What follows belongs to an exercise in optimizing a design on an open flow for small area and a short achievable clock period; a production flow would make more cautious choices.
Where RTL was checked, it was by simulation tests only, not by an equivalence proof against the original.
No driver is modelled on the clock port, so clock power and skew are understated where the tree is cut down; a real chip needs a root buffer or a tree.

## oak
## uart_circle_area
module uart_circle_area (
  input         clock,
  input         reset,
  input         rx_i,
  output [7:0]  rx_data,
  output [31:0] area_o,
  output reg    rx_data_valid,
  output reg    rx_error
);
  localparam IDLE = 4'b0000, CHECK_STOP = 4'b0001, ERROR = 4'b0010;
  reg [3:0]  state;
  reg [7:0]  shift;
  reg [17:0] acc;
  reg        vgn;
  wire       in_data = state[3];
  wire [2:0] cnt     = state[2:0];
  wire       in_cs   = (state == CHECK_STOP);
  wire       in_idle = (state == IDLE);
  always @(posedge clock) begin
    if (reset) begin
      state <= IDLE;
      shift <= 8'd0;
      rx_data_valid <= 1'b0;
      vgn <= 1'b1;
      rx_error <= 1'b0;
    end else begin
      rx_error <= (state == ERROR);
      rx_data_valid <= in_cs ? rx_i : (in_idle & rx_data_valid);
      vgn <= in_cs ? ~rx_i : (~in_idle | vgn);
      if (in_data) begin
        shift <= {rx_i, shift[7:1]};
        state <= (cnt == 3'd7) ? CHECK_STOP : state + 4'd1;
      end else if (in_cs) begin
        state <= rx_i ? IDLE : ERROR;
      end else if (in_idle) begin
        if (!rx_i) state <= 4'b1000;
      end else begin
        if (rx_i) state <= IDLE;
      end
    end
  end
  wire [7:0] mask = {cnt != 3'd0, cnt > 3'd1, cnt > 3'd2, cnt > 3'd3,
                     cnt > 3'd4, cnt > 3'd5, cnt > 3'd6, 1'b0};
  wire [7:0] sp   = shift & mask;
  wire [6:0] ahi  = (cnt == 3'd0) ? 7'd0 : acc[17:11];
  wire [8:0] sum;
  wire [8:2] sc;
  assign sum[0] = ahi[0];
  assign sum[1] = ahi[1] ^ sp[1];
  assign sc[2]  = ahi[1] & sp[1];
  genvar gi;
  generate
    for (gi = 2; gi < 7; gi = gi + 1) begin : g_sadd
      kmul_fa u_fa (.a(ahi[gi]), .b(sp[gi]), .ci(sc[gi]), .s(sum[gi]), .co(sc[gi+1]));
    end
  endgenerate
  assign sum[7] = ~(sp[7] ^ sc[7]);
  assign sum[8] = sp[7] | sc[7];
  wire [17:0] area;
  wire [15:0] s = acc[17:2];
  wire s1 = s[12] ^ s[8];
  ...
clock: 24.0 ns
lec_check: 0
abc_area: 1
cap_margin: 20
core_margin: 2
core_utilization: 40
slew_margin: 20
synth_hierarchical: 1
standard.sh (not shown) runs the stock make flow with config.mk's settings and CLKGATE_MAP_FILE= SYNTH_SCRIPT=/design/flow/synth_recipe.tcl, a recipe that flattens the netlist after the stock synthesis.
==> flow/flow/run.sh <==
#!/bin/bash
# The standard layout (the standard.sh: unchanged synthesis and steps) with
# these differences:
# - the port buffers that global placement puts on every input and output are
#   sky130_fd_sc_hd__buf_1 instead of the resizer's pick;
# - the tie-low cell that synthesis makes is not split into one cell per load
#   (SKIP_REPAIR_TIE_FANOUT), so the constant outputs share it;
# - after CTS, nbuf.tcl replaces the clock tree by 3 clkbuf_8 buffers, each fed
#   by the clock port and driving one placement cluster of the 34 flip-flops;
#   then the standard steps go on from global routing. The buffers are alike
#   and so are their loads, so all flip-flops see about the same clock arrival.
cp standard.sh standard.sh.txt
export BUFFER_PORTS_ARGS="-buffer_cell sky130_fd_sc_hd__buf_1"
export CTS_ARGS="-sink_clustering_enable -repair_clock_nets -buf_list sky130_fd_sc_hd__clkbuf_8 -root_buf sky130_fd_sc_hd__clkbuf_8 -dont_use_dummy_load"
export SKIP_REPAIR_TIE_FANOUT=1
bash standard.sh cts > standard_cts.log 2>&1
RES_DIR=orfs/results/sky130hd/uart_circle_area/base CLK_NET=clock NBUF=3 CLKBUF=sky130_fd_sc_hd__clkbuf_8 \
  openroad -no_init -exit flow/nbuf.tcl > nbuf.log 2>&1
bash standard.sh > standard.log 2>&1
Other scripts of this flow, unchanged in this note and not shown: flow/flow/nbuf.tcl
oak closes out successfully: all stages finished, all timing, DRC and antenna checks passed.
Setup changes, oak to pine
--- a/flow/design.v
+++ b/flow/design.v
@@ -6,32 +6,33 @@
   output [31:0] area_o,
   output reg    rx_data_valid,
   output reg    rx_error
 );
   localparam IDLE = 4'b0000, CHECK_STOP = 4'b0001, ERROR = 4'b0010;
   reg [3:0]  state;
   reg [7:0]  shift;
   reg [17:0] acc;
-  reg        vgn;
+  reg [1:0]  vgn;
   wire       in_data = state[3];
   wire [2:0] cnt     = state[2:0];
   wire       in_cs   = (state == CHECK_STOP);
   wire       in_idle = (state == IDLE);
   always @(posedge clock) begin
     if (reset) begin
       state <= IDLE;
       shift <= 8'd0;
       rx_data_valid <= 1'b0;
-      vgn <= 1'b1;
+      vgn <= 2'b11;
       rx_error <= 1'b0;
     end else begin
       rx_error <= (state == ERROR);
       rx_data_valid <= in_cs ? rx_i : (in_idle & rx_data_valid);
-      vgn <= in_cs ? ~rx_i : (~in_idle | vgn);
+      vgn[0] <= in_cs ? ~rx_i : (~in_idle | vgn[0]);
+      vgn[1] <= in_cs ? ~rx_i : (~in_idle | vgn[1]);
       if (in_data) begin
         shift <= {rx_i, shift[7:1]};
         state <= (cnt == 3'd7) ? CHECK_STOP : state + 4'd1;
       end else if (in_cs) begin
         state <= rx_i ? IDLE : ERROR;
       end else if (in_idle) begin
         if (!rx_i) state <= 4'b1000;
       end else begin
@@ -276,14 +277,14 @@
   assign area = {x215, x214, x213, x212, x211, x210, x209, x208, x207, x206, x205, x204, x203, x202, x201, x200, x199, x198};
   wire [17:0] keep = in_cs ? ~area : acc;
   wire [8:0]  hi0  = in_data ? {2'b00, ahi} : keep[17:9];
   wire [8:0]  lo   = in_data ? acc[10:2] : keep[8:0];
   wire        take = in_data & rx_i;
   always @(posedge clock)
     acc <= {take ? sum : hi0, lo};
   assign rx_data = shift;
-  assign area_o  = {14'd0, ~(acc | {18{vgn}})};
+  assign area_o  = {14'd0, ~(acc | {{6{~rx_data_valid}}, {6{vgn[1]}}, {6{vgn[0]}}})};
 endmodule
 module kmul_fa(input a, input b, input ci, output s, output co);
   assign s  = a ^ b ^ ci;
   assign co = (a & b) | (a & ci) | (b & ci);
 endmodule
Results
- From oak to pine the numbers moved as follows: synthesized area has decreased; wire length after detailed routing has decreased; via count of the first global-routing pass has remained practically unchanged; global routing usage summed across all routing layers has decreased.
- Summary: with oak as the reference, length of routed wiring on met1 in pine moved down slightly.
- Higher highest cell delay on the worst timing path among pine and oak: oak
- pine vs oak — minimum period implied by the final worst setup slack dropped 0.082 ns.
- oak → pine: sequential cell area fraction in the yosys report up 0.97 points; synthesized cell count down about 0.8%; die area went down by 160 µm²; number of flip-flops and latches rose by about 3%.
- Most common cell after layout, fill and taps aside = inv_1: pine; most common cell after layout, fill and taps aside = nand2_1: oak
- Looking at worst-path cell with the longest stage delay, the edfxtp_1 result is from pine; the dfxtp_1 one comes from oak.
No functional check of the RTL was part of any run of this note.

---

uart_circle_area with an RTL version that a note above also has.
Size: ~45 I/O pins, ~3600 um2 of cells after synthesis.
==> flow/config.mk <==
export PLATFORM = sky130hd
export DESIGN_NAME = uart_circle_area
export DESIGN_NICKNAME = uart_circle_area
export VERILOG_FILES = /design/flow/design.v
export SDC_FILE = /design/flow/constraint.sdc
export NUM_CORES = 4
export LEC_CHECK = 0
export ABC_AREA = 1
export CAP_MARGIN = 20
export CORE_MARGIN = 2
export CORE_UTILIZATION = 70
export PLACE_DENSITY = 0.85
export SLEW_MARGIN = 20
export SYNTH_HIERARCHICAL = 1
==> flow/constraint.sdc <==
create_clock -name core_clock -period 24.0 [get_ports {clock}]
set_input_delay 4.8000 -clock core_clock [delete_from_list [all_inputs] [get_ports {clock}]]
set_output_delay 4.8000 -clock core_clock [all_outputs]
set_load 0.01 [all_outputs]
Scripts as last shown in full above: flow/flow/run.sh
Other scripts of this flow, unchanged in this note and not shown: flow/flow/nbuf.tcl
Next try:
--- a/flow/design.v
+++ b/flow/design.v
@@ -150,33 +150,33 @@
   wire s89, c90;
   kmul_fa u_s89 (.a(~s[11]), .b(s47), .ci(c46), .s(s89), .co(c90));
   wire s91, c92;
   kmul_fa u_s91 (.a(~s[12]), .b(s49), .ci(c48), .s(s91), .co(c92));
   wire s93, c94;
   kmul_fa u_s93 (.a(~s[13]), .b(s[11]), .ci(c50), .s(s93), .co(c94));
   wire s95 = s[14] ^ s[12];
   wire c96 = ~s[14] & s[12];
   wire s97 = s[15] ^ s[13];
   wire c98 = ~s[15] & s[13];
-  wire p99 = ~s53 | c52;
+  wire p99 = s53 ^ c52;
   wire g100 = ~s53 & c52;
-  wire p101 = s55 | c54;
+  wire p101 = s55 ^ c54;
   wire g102 = s55 & c54;
-  wire p103 = s57 | c56;
+  wire p103 = s57 ^ c56;
   wire g104 = s57 & c56;
-  wire p105 = s59 | c58;
+  wire p105 = s59 ^ c58;
   wire g106 = s59 & c58;
-  wire p107 = s61 | c60;
+  wire p107 = s61 ^ c60;
   wire g108 = s61 & c60;
-  wire p109 = s63 | c62;
+  wire p109 = s63 ^ c62;
   wire g110 = s63 & c62;
-  wire p111 = s65 | c64;
+  wire p111 = s65 ^ c64;
   wire g112 = s65 & c64;
   wire p113 = s67 ^ c66;
   wire g114 = s67 & c66;
   wire p115 = s69 ^ c68;
   wire g116 = s69 & c68;
   wire p117 = s71 ^ c70;
   wire g118 = s71 & c70;
   wire p119 = s73 ^ c72;
   wire g120 = s73 & c72;
   wire p121 = s75 ^ c74;
@@ -202,21 +202,21 @@
   wire p141 = s95 ^ c94;
   wire g142 = ~s95 & c94;
   wire p143 = s97 ^ c96;
   wire g144 = ~s97 & c96;
   wire p145 = s[14] ^ c98;
   wire g146 = ~s[14] & c98;
   wire p147 = s[15] ^ s[14];
   wire g148 = ~s[15] & s[14];
   wire G149 = ~s[10] & ~s[9];
   wire G150 = s51 | (~s51 & G149);
-  wire G151 = g100 | (p99 & G150);
+  wire G151 = g100 | (~p99 & G150);
   wire G152 = g102 | (p101 & G151);
   wire G153 = g104 | (p103 & G152);
   wire G154 = g106 | (p105 & G153);
   wire G155 = g108 | (p107 & G154);
   wire G156 = g110 | (p109 & G155);
   wire G157 = g112 | (p111 & G156);
   wire G158 = g114 | (p113 & G157);
   wire G159 = g116 | (p115 & G158);
   wire G160 = g118 | (p117 & G159);
   wire G161 = g120 | (p119 & G160);
The new run finished clean.
Clock-buffer cell count does not change.
Die area climbs by 0.53%.
Utilization goes down by 2.4 points.
Wire length came out lower by 1.9%.
Synthesized area came out higher by 0.56%.
Worst setup slack improves by 0.059 ns.
Clock skew drops by 0.027 ns.
Design area goes up by 0.68%.
Register-to-register slack gets worse by 0.32 ns.
Only the layout flow was run in the first run of this note; the RTL was not checked for function there.

---

RTL: one of the versions met above, not the one the previous note started from.
For scale: ~380 cells after synthesis.
Settings: LEC_CHECK=0, ABC_AREA=1, CAP_MARGIN=20, CORE_MARGIN=2, CORE_UTILIZATION=40, SLEW_MARGIN=20, SYNTH_HIERARCHICAL=1; clock period 24.0 ns.
Scripts as last shown in full above: flow/flow/run.sh
Other scripts of this flow, unchanged in this note and not shown: flow/flow/nbuf.tcl
Then changed:
--- a/flow/design.v
+++ b/flow/design.v
@@ -1,50 +1,48 @@
 module uart_circle_area (
   input         clock,
   input         reset,
   input         rx_i,
   output [7:0]  rx_data,
   output [31:0] area_o,
   output reg    rx_data_valid,
-  output reg    rx_error
+  output        rx_error
 );
-  localparam IDLE = 4'b0000, CHECK_STOP = 4'b0001, ERROR = 4'b0010;
+  localparam IDLE = 4'b0000, IDLE_E = 4'b0100, CHECK_STOP = 4'b0001,
+             ERROR = 4'b0010, ERROR_E = 4'b0011;
   reg [3:0]  state;
   reg [7:0]  shift;
   reg [17:0] acc;
-  reg [1:0]  vgn;
+  reg        vgn;
   wire       in_data = state[3];
   wire [2:0] cnt     = state[2:0];
   wire       in_cs   = (state == CHECK_STOP);
-  wire       in_idle = (state == IDLE);
+  wire       in_idle = (state == IDLE) | (state == IDLE_E);
   always @(posedge clock) begin
     if (reset) begin
       state <= IDLE;
       shift <= 8'd0;
       rx_data_valid <= 1'b0;
-      vgn <= 2'b11;
-      rx_error <= 1'b0;
+      vgn <= 1'b1;
     end else begin
-      rx_error <= (state == ERROR);
       rx_data_valid <= in_cs ? rx_i : (in_idle & rx_data_valid);
-      vgn[0] <= in_cs ? ~rx_i : (~in_idle | vgn[0]);
-      vgn[1] <= in_cs ? ~rx_i : (~in_idle | vgn[1]);
+      vgn <= in_cs ? ~rx_i : (~in_idle | vgn);
       if (in_data) begin
         shift <= {rx_i, shift[7:1]};
         state <= (cnt == 3'd7) ? CHECK_STOP : state + 4'd1;
       end else if (in_cs) begin
         state <= rx_i ? IDLE : ERROR;
       end else if (in_idle) begin
-        if (!rx_i) state <= 4'b1000;
+        state <= rx_i ? IDLE : 4'b1000;
       end else begin
-        if (rx_i) state <= IDLE;
+        state <= rx_i ? IDLE_E : ERROR_E;
       end
     end
   end
   wire [7:0] mask = {cnt != 3'd0, cnt > 3'd1, cnt > 3'd2, cnt > 3'd3,
                      cnt > 3'd4, cnt > 3'd5, cnt > 3'd6, 1'b0};
   wire [7:0] sp   = shift & mask;
   wire [6:0] ahi  = (cnt == 3'd0) ? 7'd0 : acc[17:11];
   wire [8:0] sum;
   wire [8:2] sc;
   assign sum[0] = ahi[0];
   assign sum[1] = ahi[1] ^ sp[1];
@@ -149,35 +147,35 @@
   kmul_fa u_s87 (.a(~s[10]), .b(s45), .ci(c44), .s(s87), .co(c88));
   wire s89, c90;
   kmul_fa u_s89 (.a(~s[11]), .b(s47), .ci(c46), .s(s89), .co(c90));
   wire s91, c92;
   kmul_fa u_s91 (.a(~s[12]), .b(s49), .ci(c48), .s(s91), .co(c92));
   wire s93, c94;
   kmul_fa u_s93 (.a(~s[13]), .b(s[11]), .ci(c50), .s(s93), .co(c94));
   wire s95 = s[14] ^ s[12];
   wire c96 = ~s[14] & s[12];
   wire s97 = s[15] ^ s[13];
   wire c98 = ~s[15] & s[13];
-  wire p99 = s53 ^ c52;
+  wire p99 = ~s53 | c52;
   wire g100 = ~s53 & c52;
-  wire p101 = s55 ^ c54;
+  wire p101 = s55 | c54;
   wire g102 = s55 & c54;
-  wire p103 = s57 ^ c56;
+  wire p103 = s57 | c56;
   wire g104 = s57 & c56;
-  wire p105 = s59 ^ c58;
+  wire p105 = s59 | c58;
   wire g106 = s59 & c58;
-  wire p107 = s61 ^ c60;
+  wire p107 = s61 | c60;
   wire g108 = s61 & c60;
-  wire p109 = s63 ^ c62;
+  wire p109 = s63 | c62;
   wire g110 = s63 & c62;
-  wire p111 = s65 ^ c64;
+  wire p111 = s65 | c64;
   wire g112 = s65 & c64;
   wire p113 = s67 ^ c66;
   wire g114 = s67 & c66;
   wire p115 = s69 ^ c68;
   wire g116 = s69 & c68;
   wire p117 = s71 ^ c70;
   wire g118 = s71 & c70;
   wire p119 = s73 ^ c72;
   wire g120 = s73 & c72;
   wire p121 = s75 ^ c74;
   wire g122 = s75 & c74;
@@ -201,23 +199,23 @@
   wire g140 = s93 & c92;
   wire p141 = s95 ^ c94;
   wire g142 = ~s95 & c94;
   wire p143 = s97 ^ c96;
   wire g144 = ~s97 & c96;
   wire p145 = s[14] ^ c98;
   wire g146 = ~s[14] & c98;
   wire p147 = s[15] ^ s[14];
   wire g148 = ~s[15] & s[14];
   wire G149 = ~s[10] & ~s[9];
   wire G150 = s51 | (~s51 & G149);
-  wire G151 = g100 | (~p99 & G150);
+  wire G151 = g100 | (p99 & G150);
   wire G152 = g102 | (p101 & G151);
   wire G153 = g104 | (p103 & G152);
   wire G154 = g106 | (p105 & G153);
   wire G155 = g108 | (p107 & G154);
   wire G156 = g110 | (p109 & G155);
   wire G157 = g112 | (p111 & G156);
   wire G158 = g114 | (p113 & G157);
   wire G159 = g116 | (p115 & G158);
   wire G160 = g118 | (p117 & G159);
   wire G161 = g120 | (p119 & G160);
   wire G162 = g124 | (p123 & g122);
@@ -274,17 +272,18 @@
   wire x213 = ~p143 ^ G196;
   wire x214 = ~p145 ^ G190;
   wire x215 = ~p147 ^ G197;
   assign area = {x215, x214, x213, x212, x211, x210, x209, x208, x207, x206, x205, x204, x203, x202, x201, x200, x199, x198};
   wire [17:0] keep = in_cs ? ~area : acc;
   wire [8:0]  hi0  = in_data ? {2'b00, ahi} : keep[17:9];
   wire [8:0]  lo   = in_data ? acc[10:2] : keep[8:0];
   wire        take = in_data & rx_i;
   always @(posedge clock)
     acc <= {take ? sum : hi0, lo};
   assign rx_data = shift;
-  assign area_o  = {14'd0, ~(acc | {{6{~rx_data_valid}}, {6{vgn[1]}}, {6{vgn[0]}}})};
+  assign rx_error = (state == ERROR_E) | (state == IDLE_E);
+  assign area_o  = {14'd0, ~(acc | {18{vgn}})};
 endmodule
 module kmul_fa(input a, input b, input ci, output s, output co);
   assign s  = a ^ b ^ ci;
   assign co = (a & b) | (a & ci) | (b & ci);
 endmodule
Worst hold slack is worse by 23 ps. Non-clock buffer count goes down by 1. Global-route usage goes down by 0.10 points. Setup slack is worse by 690 ps. Design area goes down by 1.4%.
Only the layout flow was run in the second run of this note; the RTL was not checked for function there.

[static timing again, ports no longer ideal]
How much do the figures lean on ideal ports? The routed layouts below were timed once more, with nothing changed but the port constraints. Step 1 sets driving cells, clkbuf_16 on the clock port and buf_2 on the other inputs (assumed; they add their load-dependent delay and slew). Step 2 also shifts input and output timing later by t, the mid clock arrival at the registers, as if the neighbouring blocks saw the same clock. Three values: ideal ports, drivers, drivers and shift; two values: the first two.
run	t (ns)	setup slack, ns	cell pins on the clock port's net
oak	0.194	17.986 / 17.933 / 18.127	3
pine	0.195	18.068 / 18.016 / 18.169	3
the first run of note 2	0.194	18.085 / 18.033 / 18.099	3
the second run of note 2	0.185	18.144 / 18.096 / 18.114	3
the first run of note 3	0.193	18.110 / 18.057 / 18.119	3
the second run of note 3	0.183	17.418 / 17.372 / 17.555	3
After both steps setup and hold are still met in every run listed. The setup slack of the second run of note 2, which loses most, moves by -0.048 ns with the drivers and by -0.030 ns with both steps.
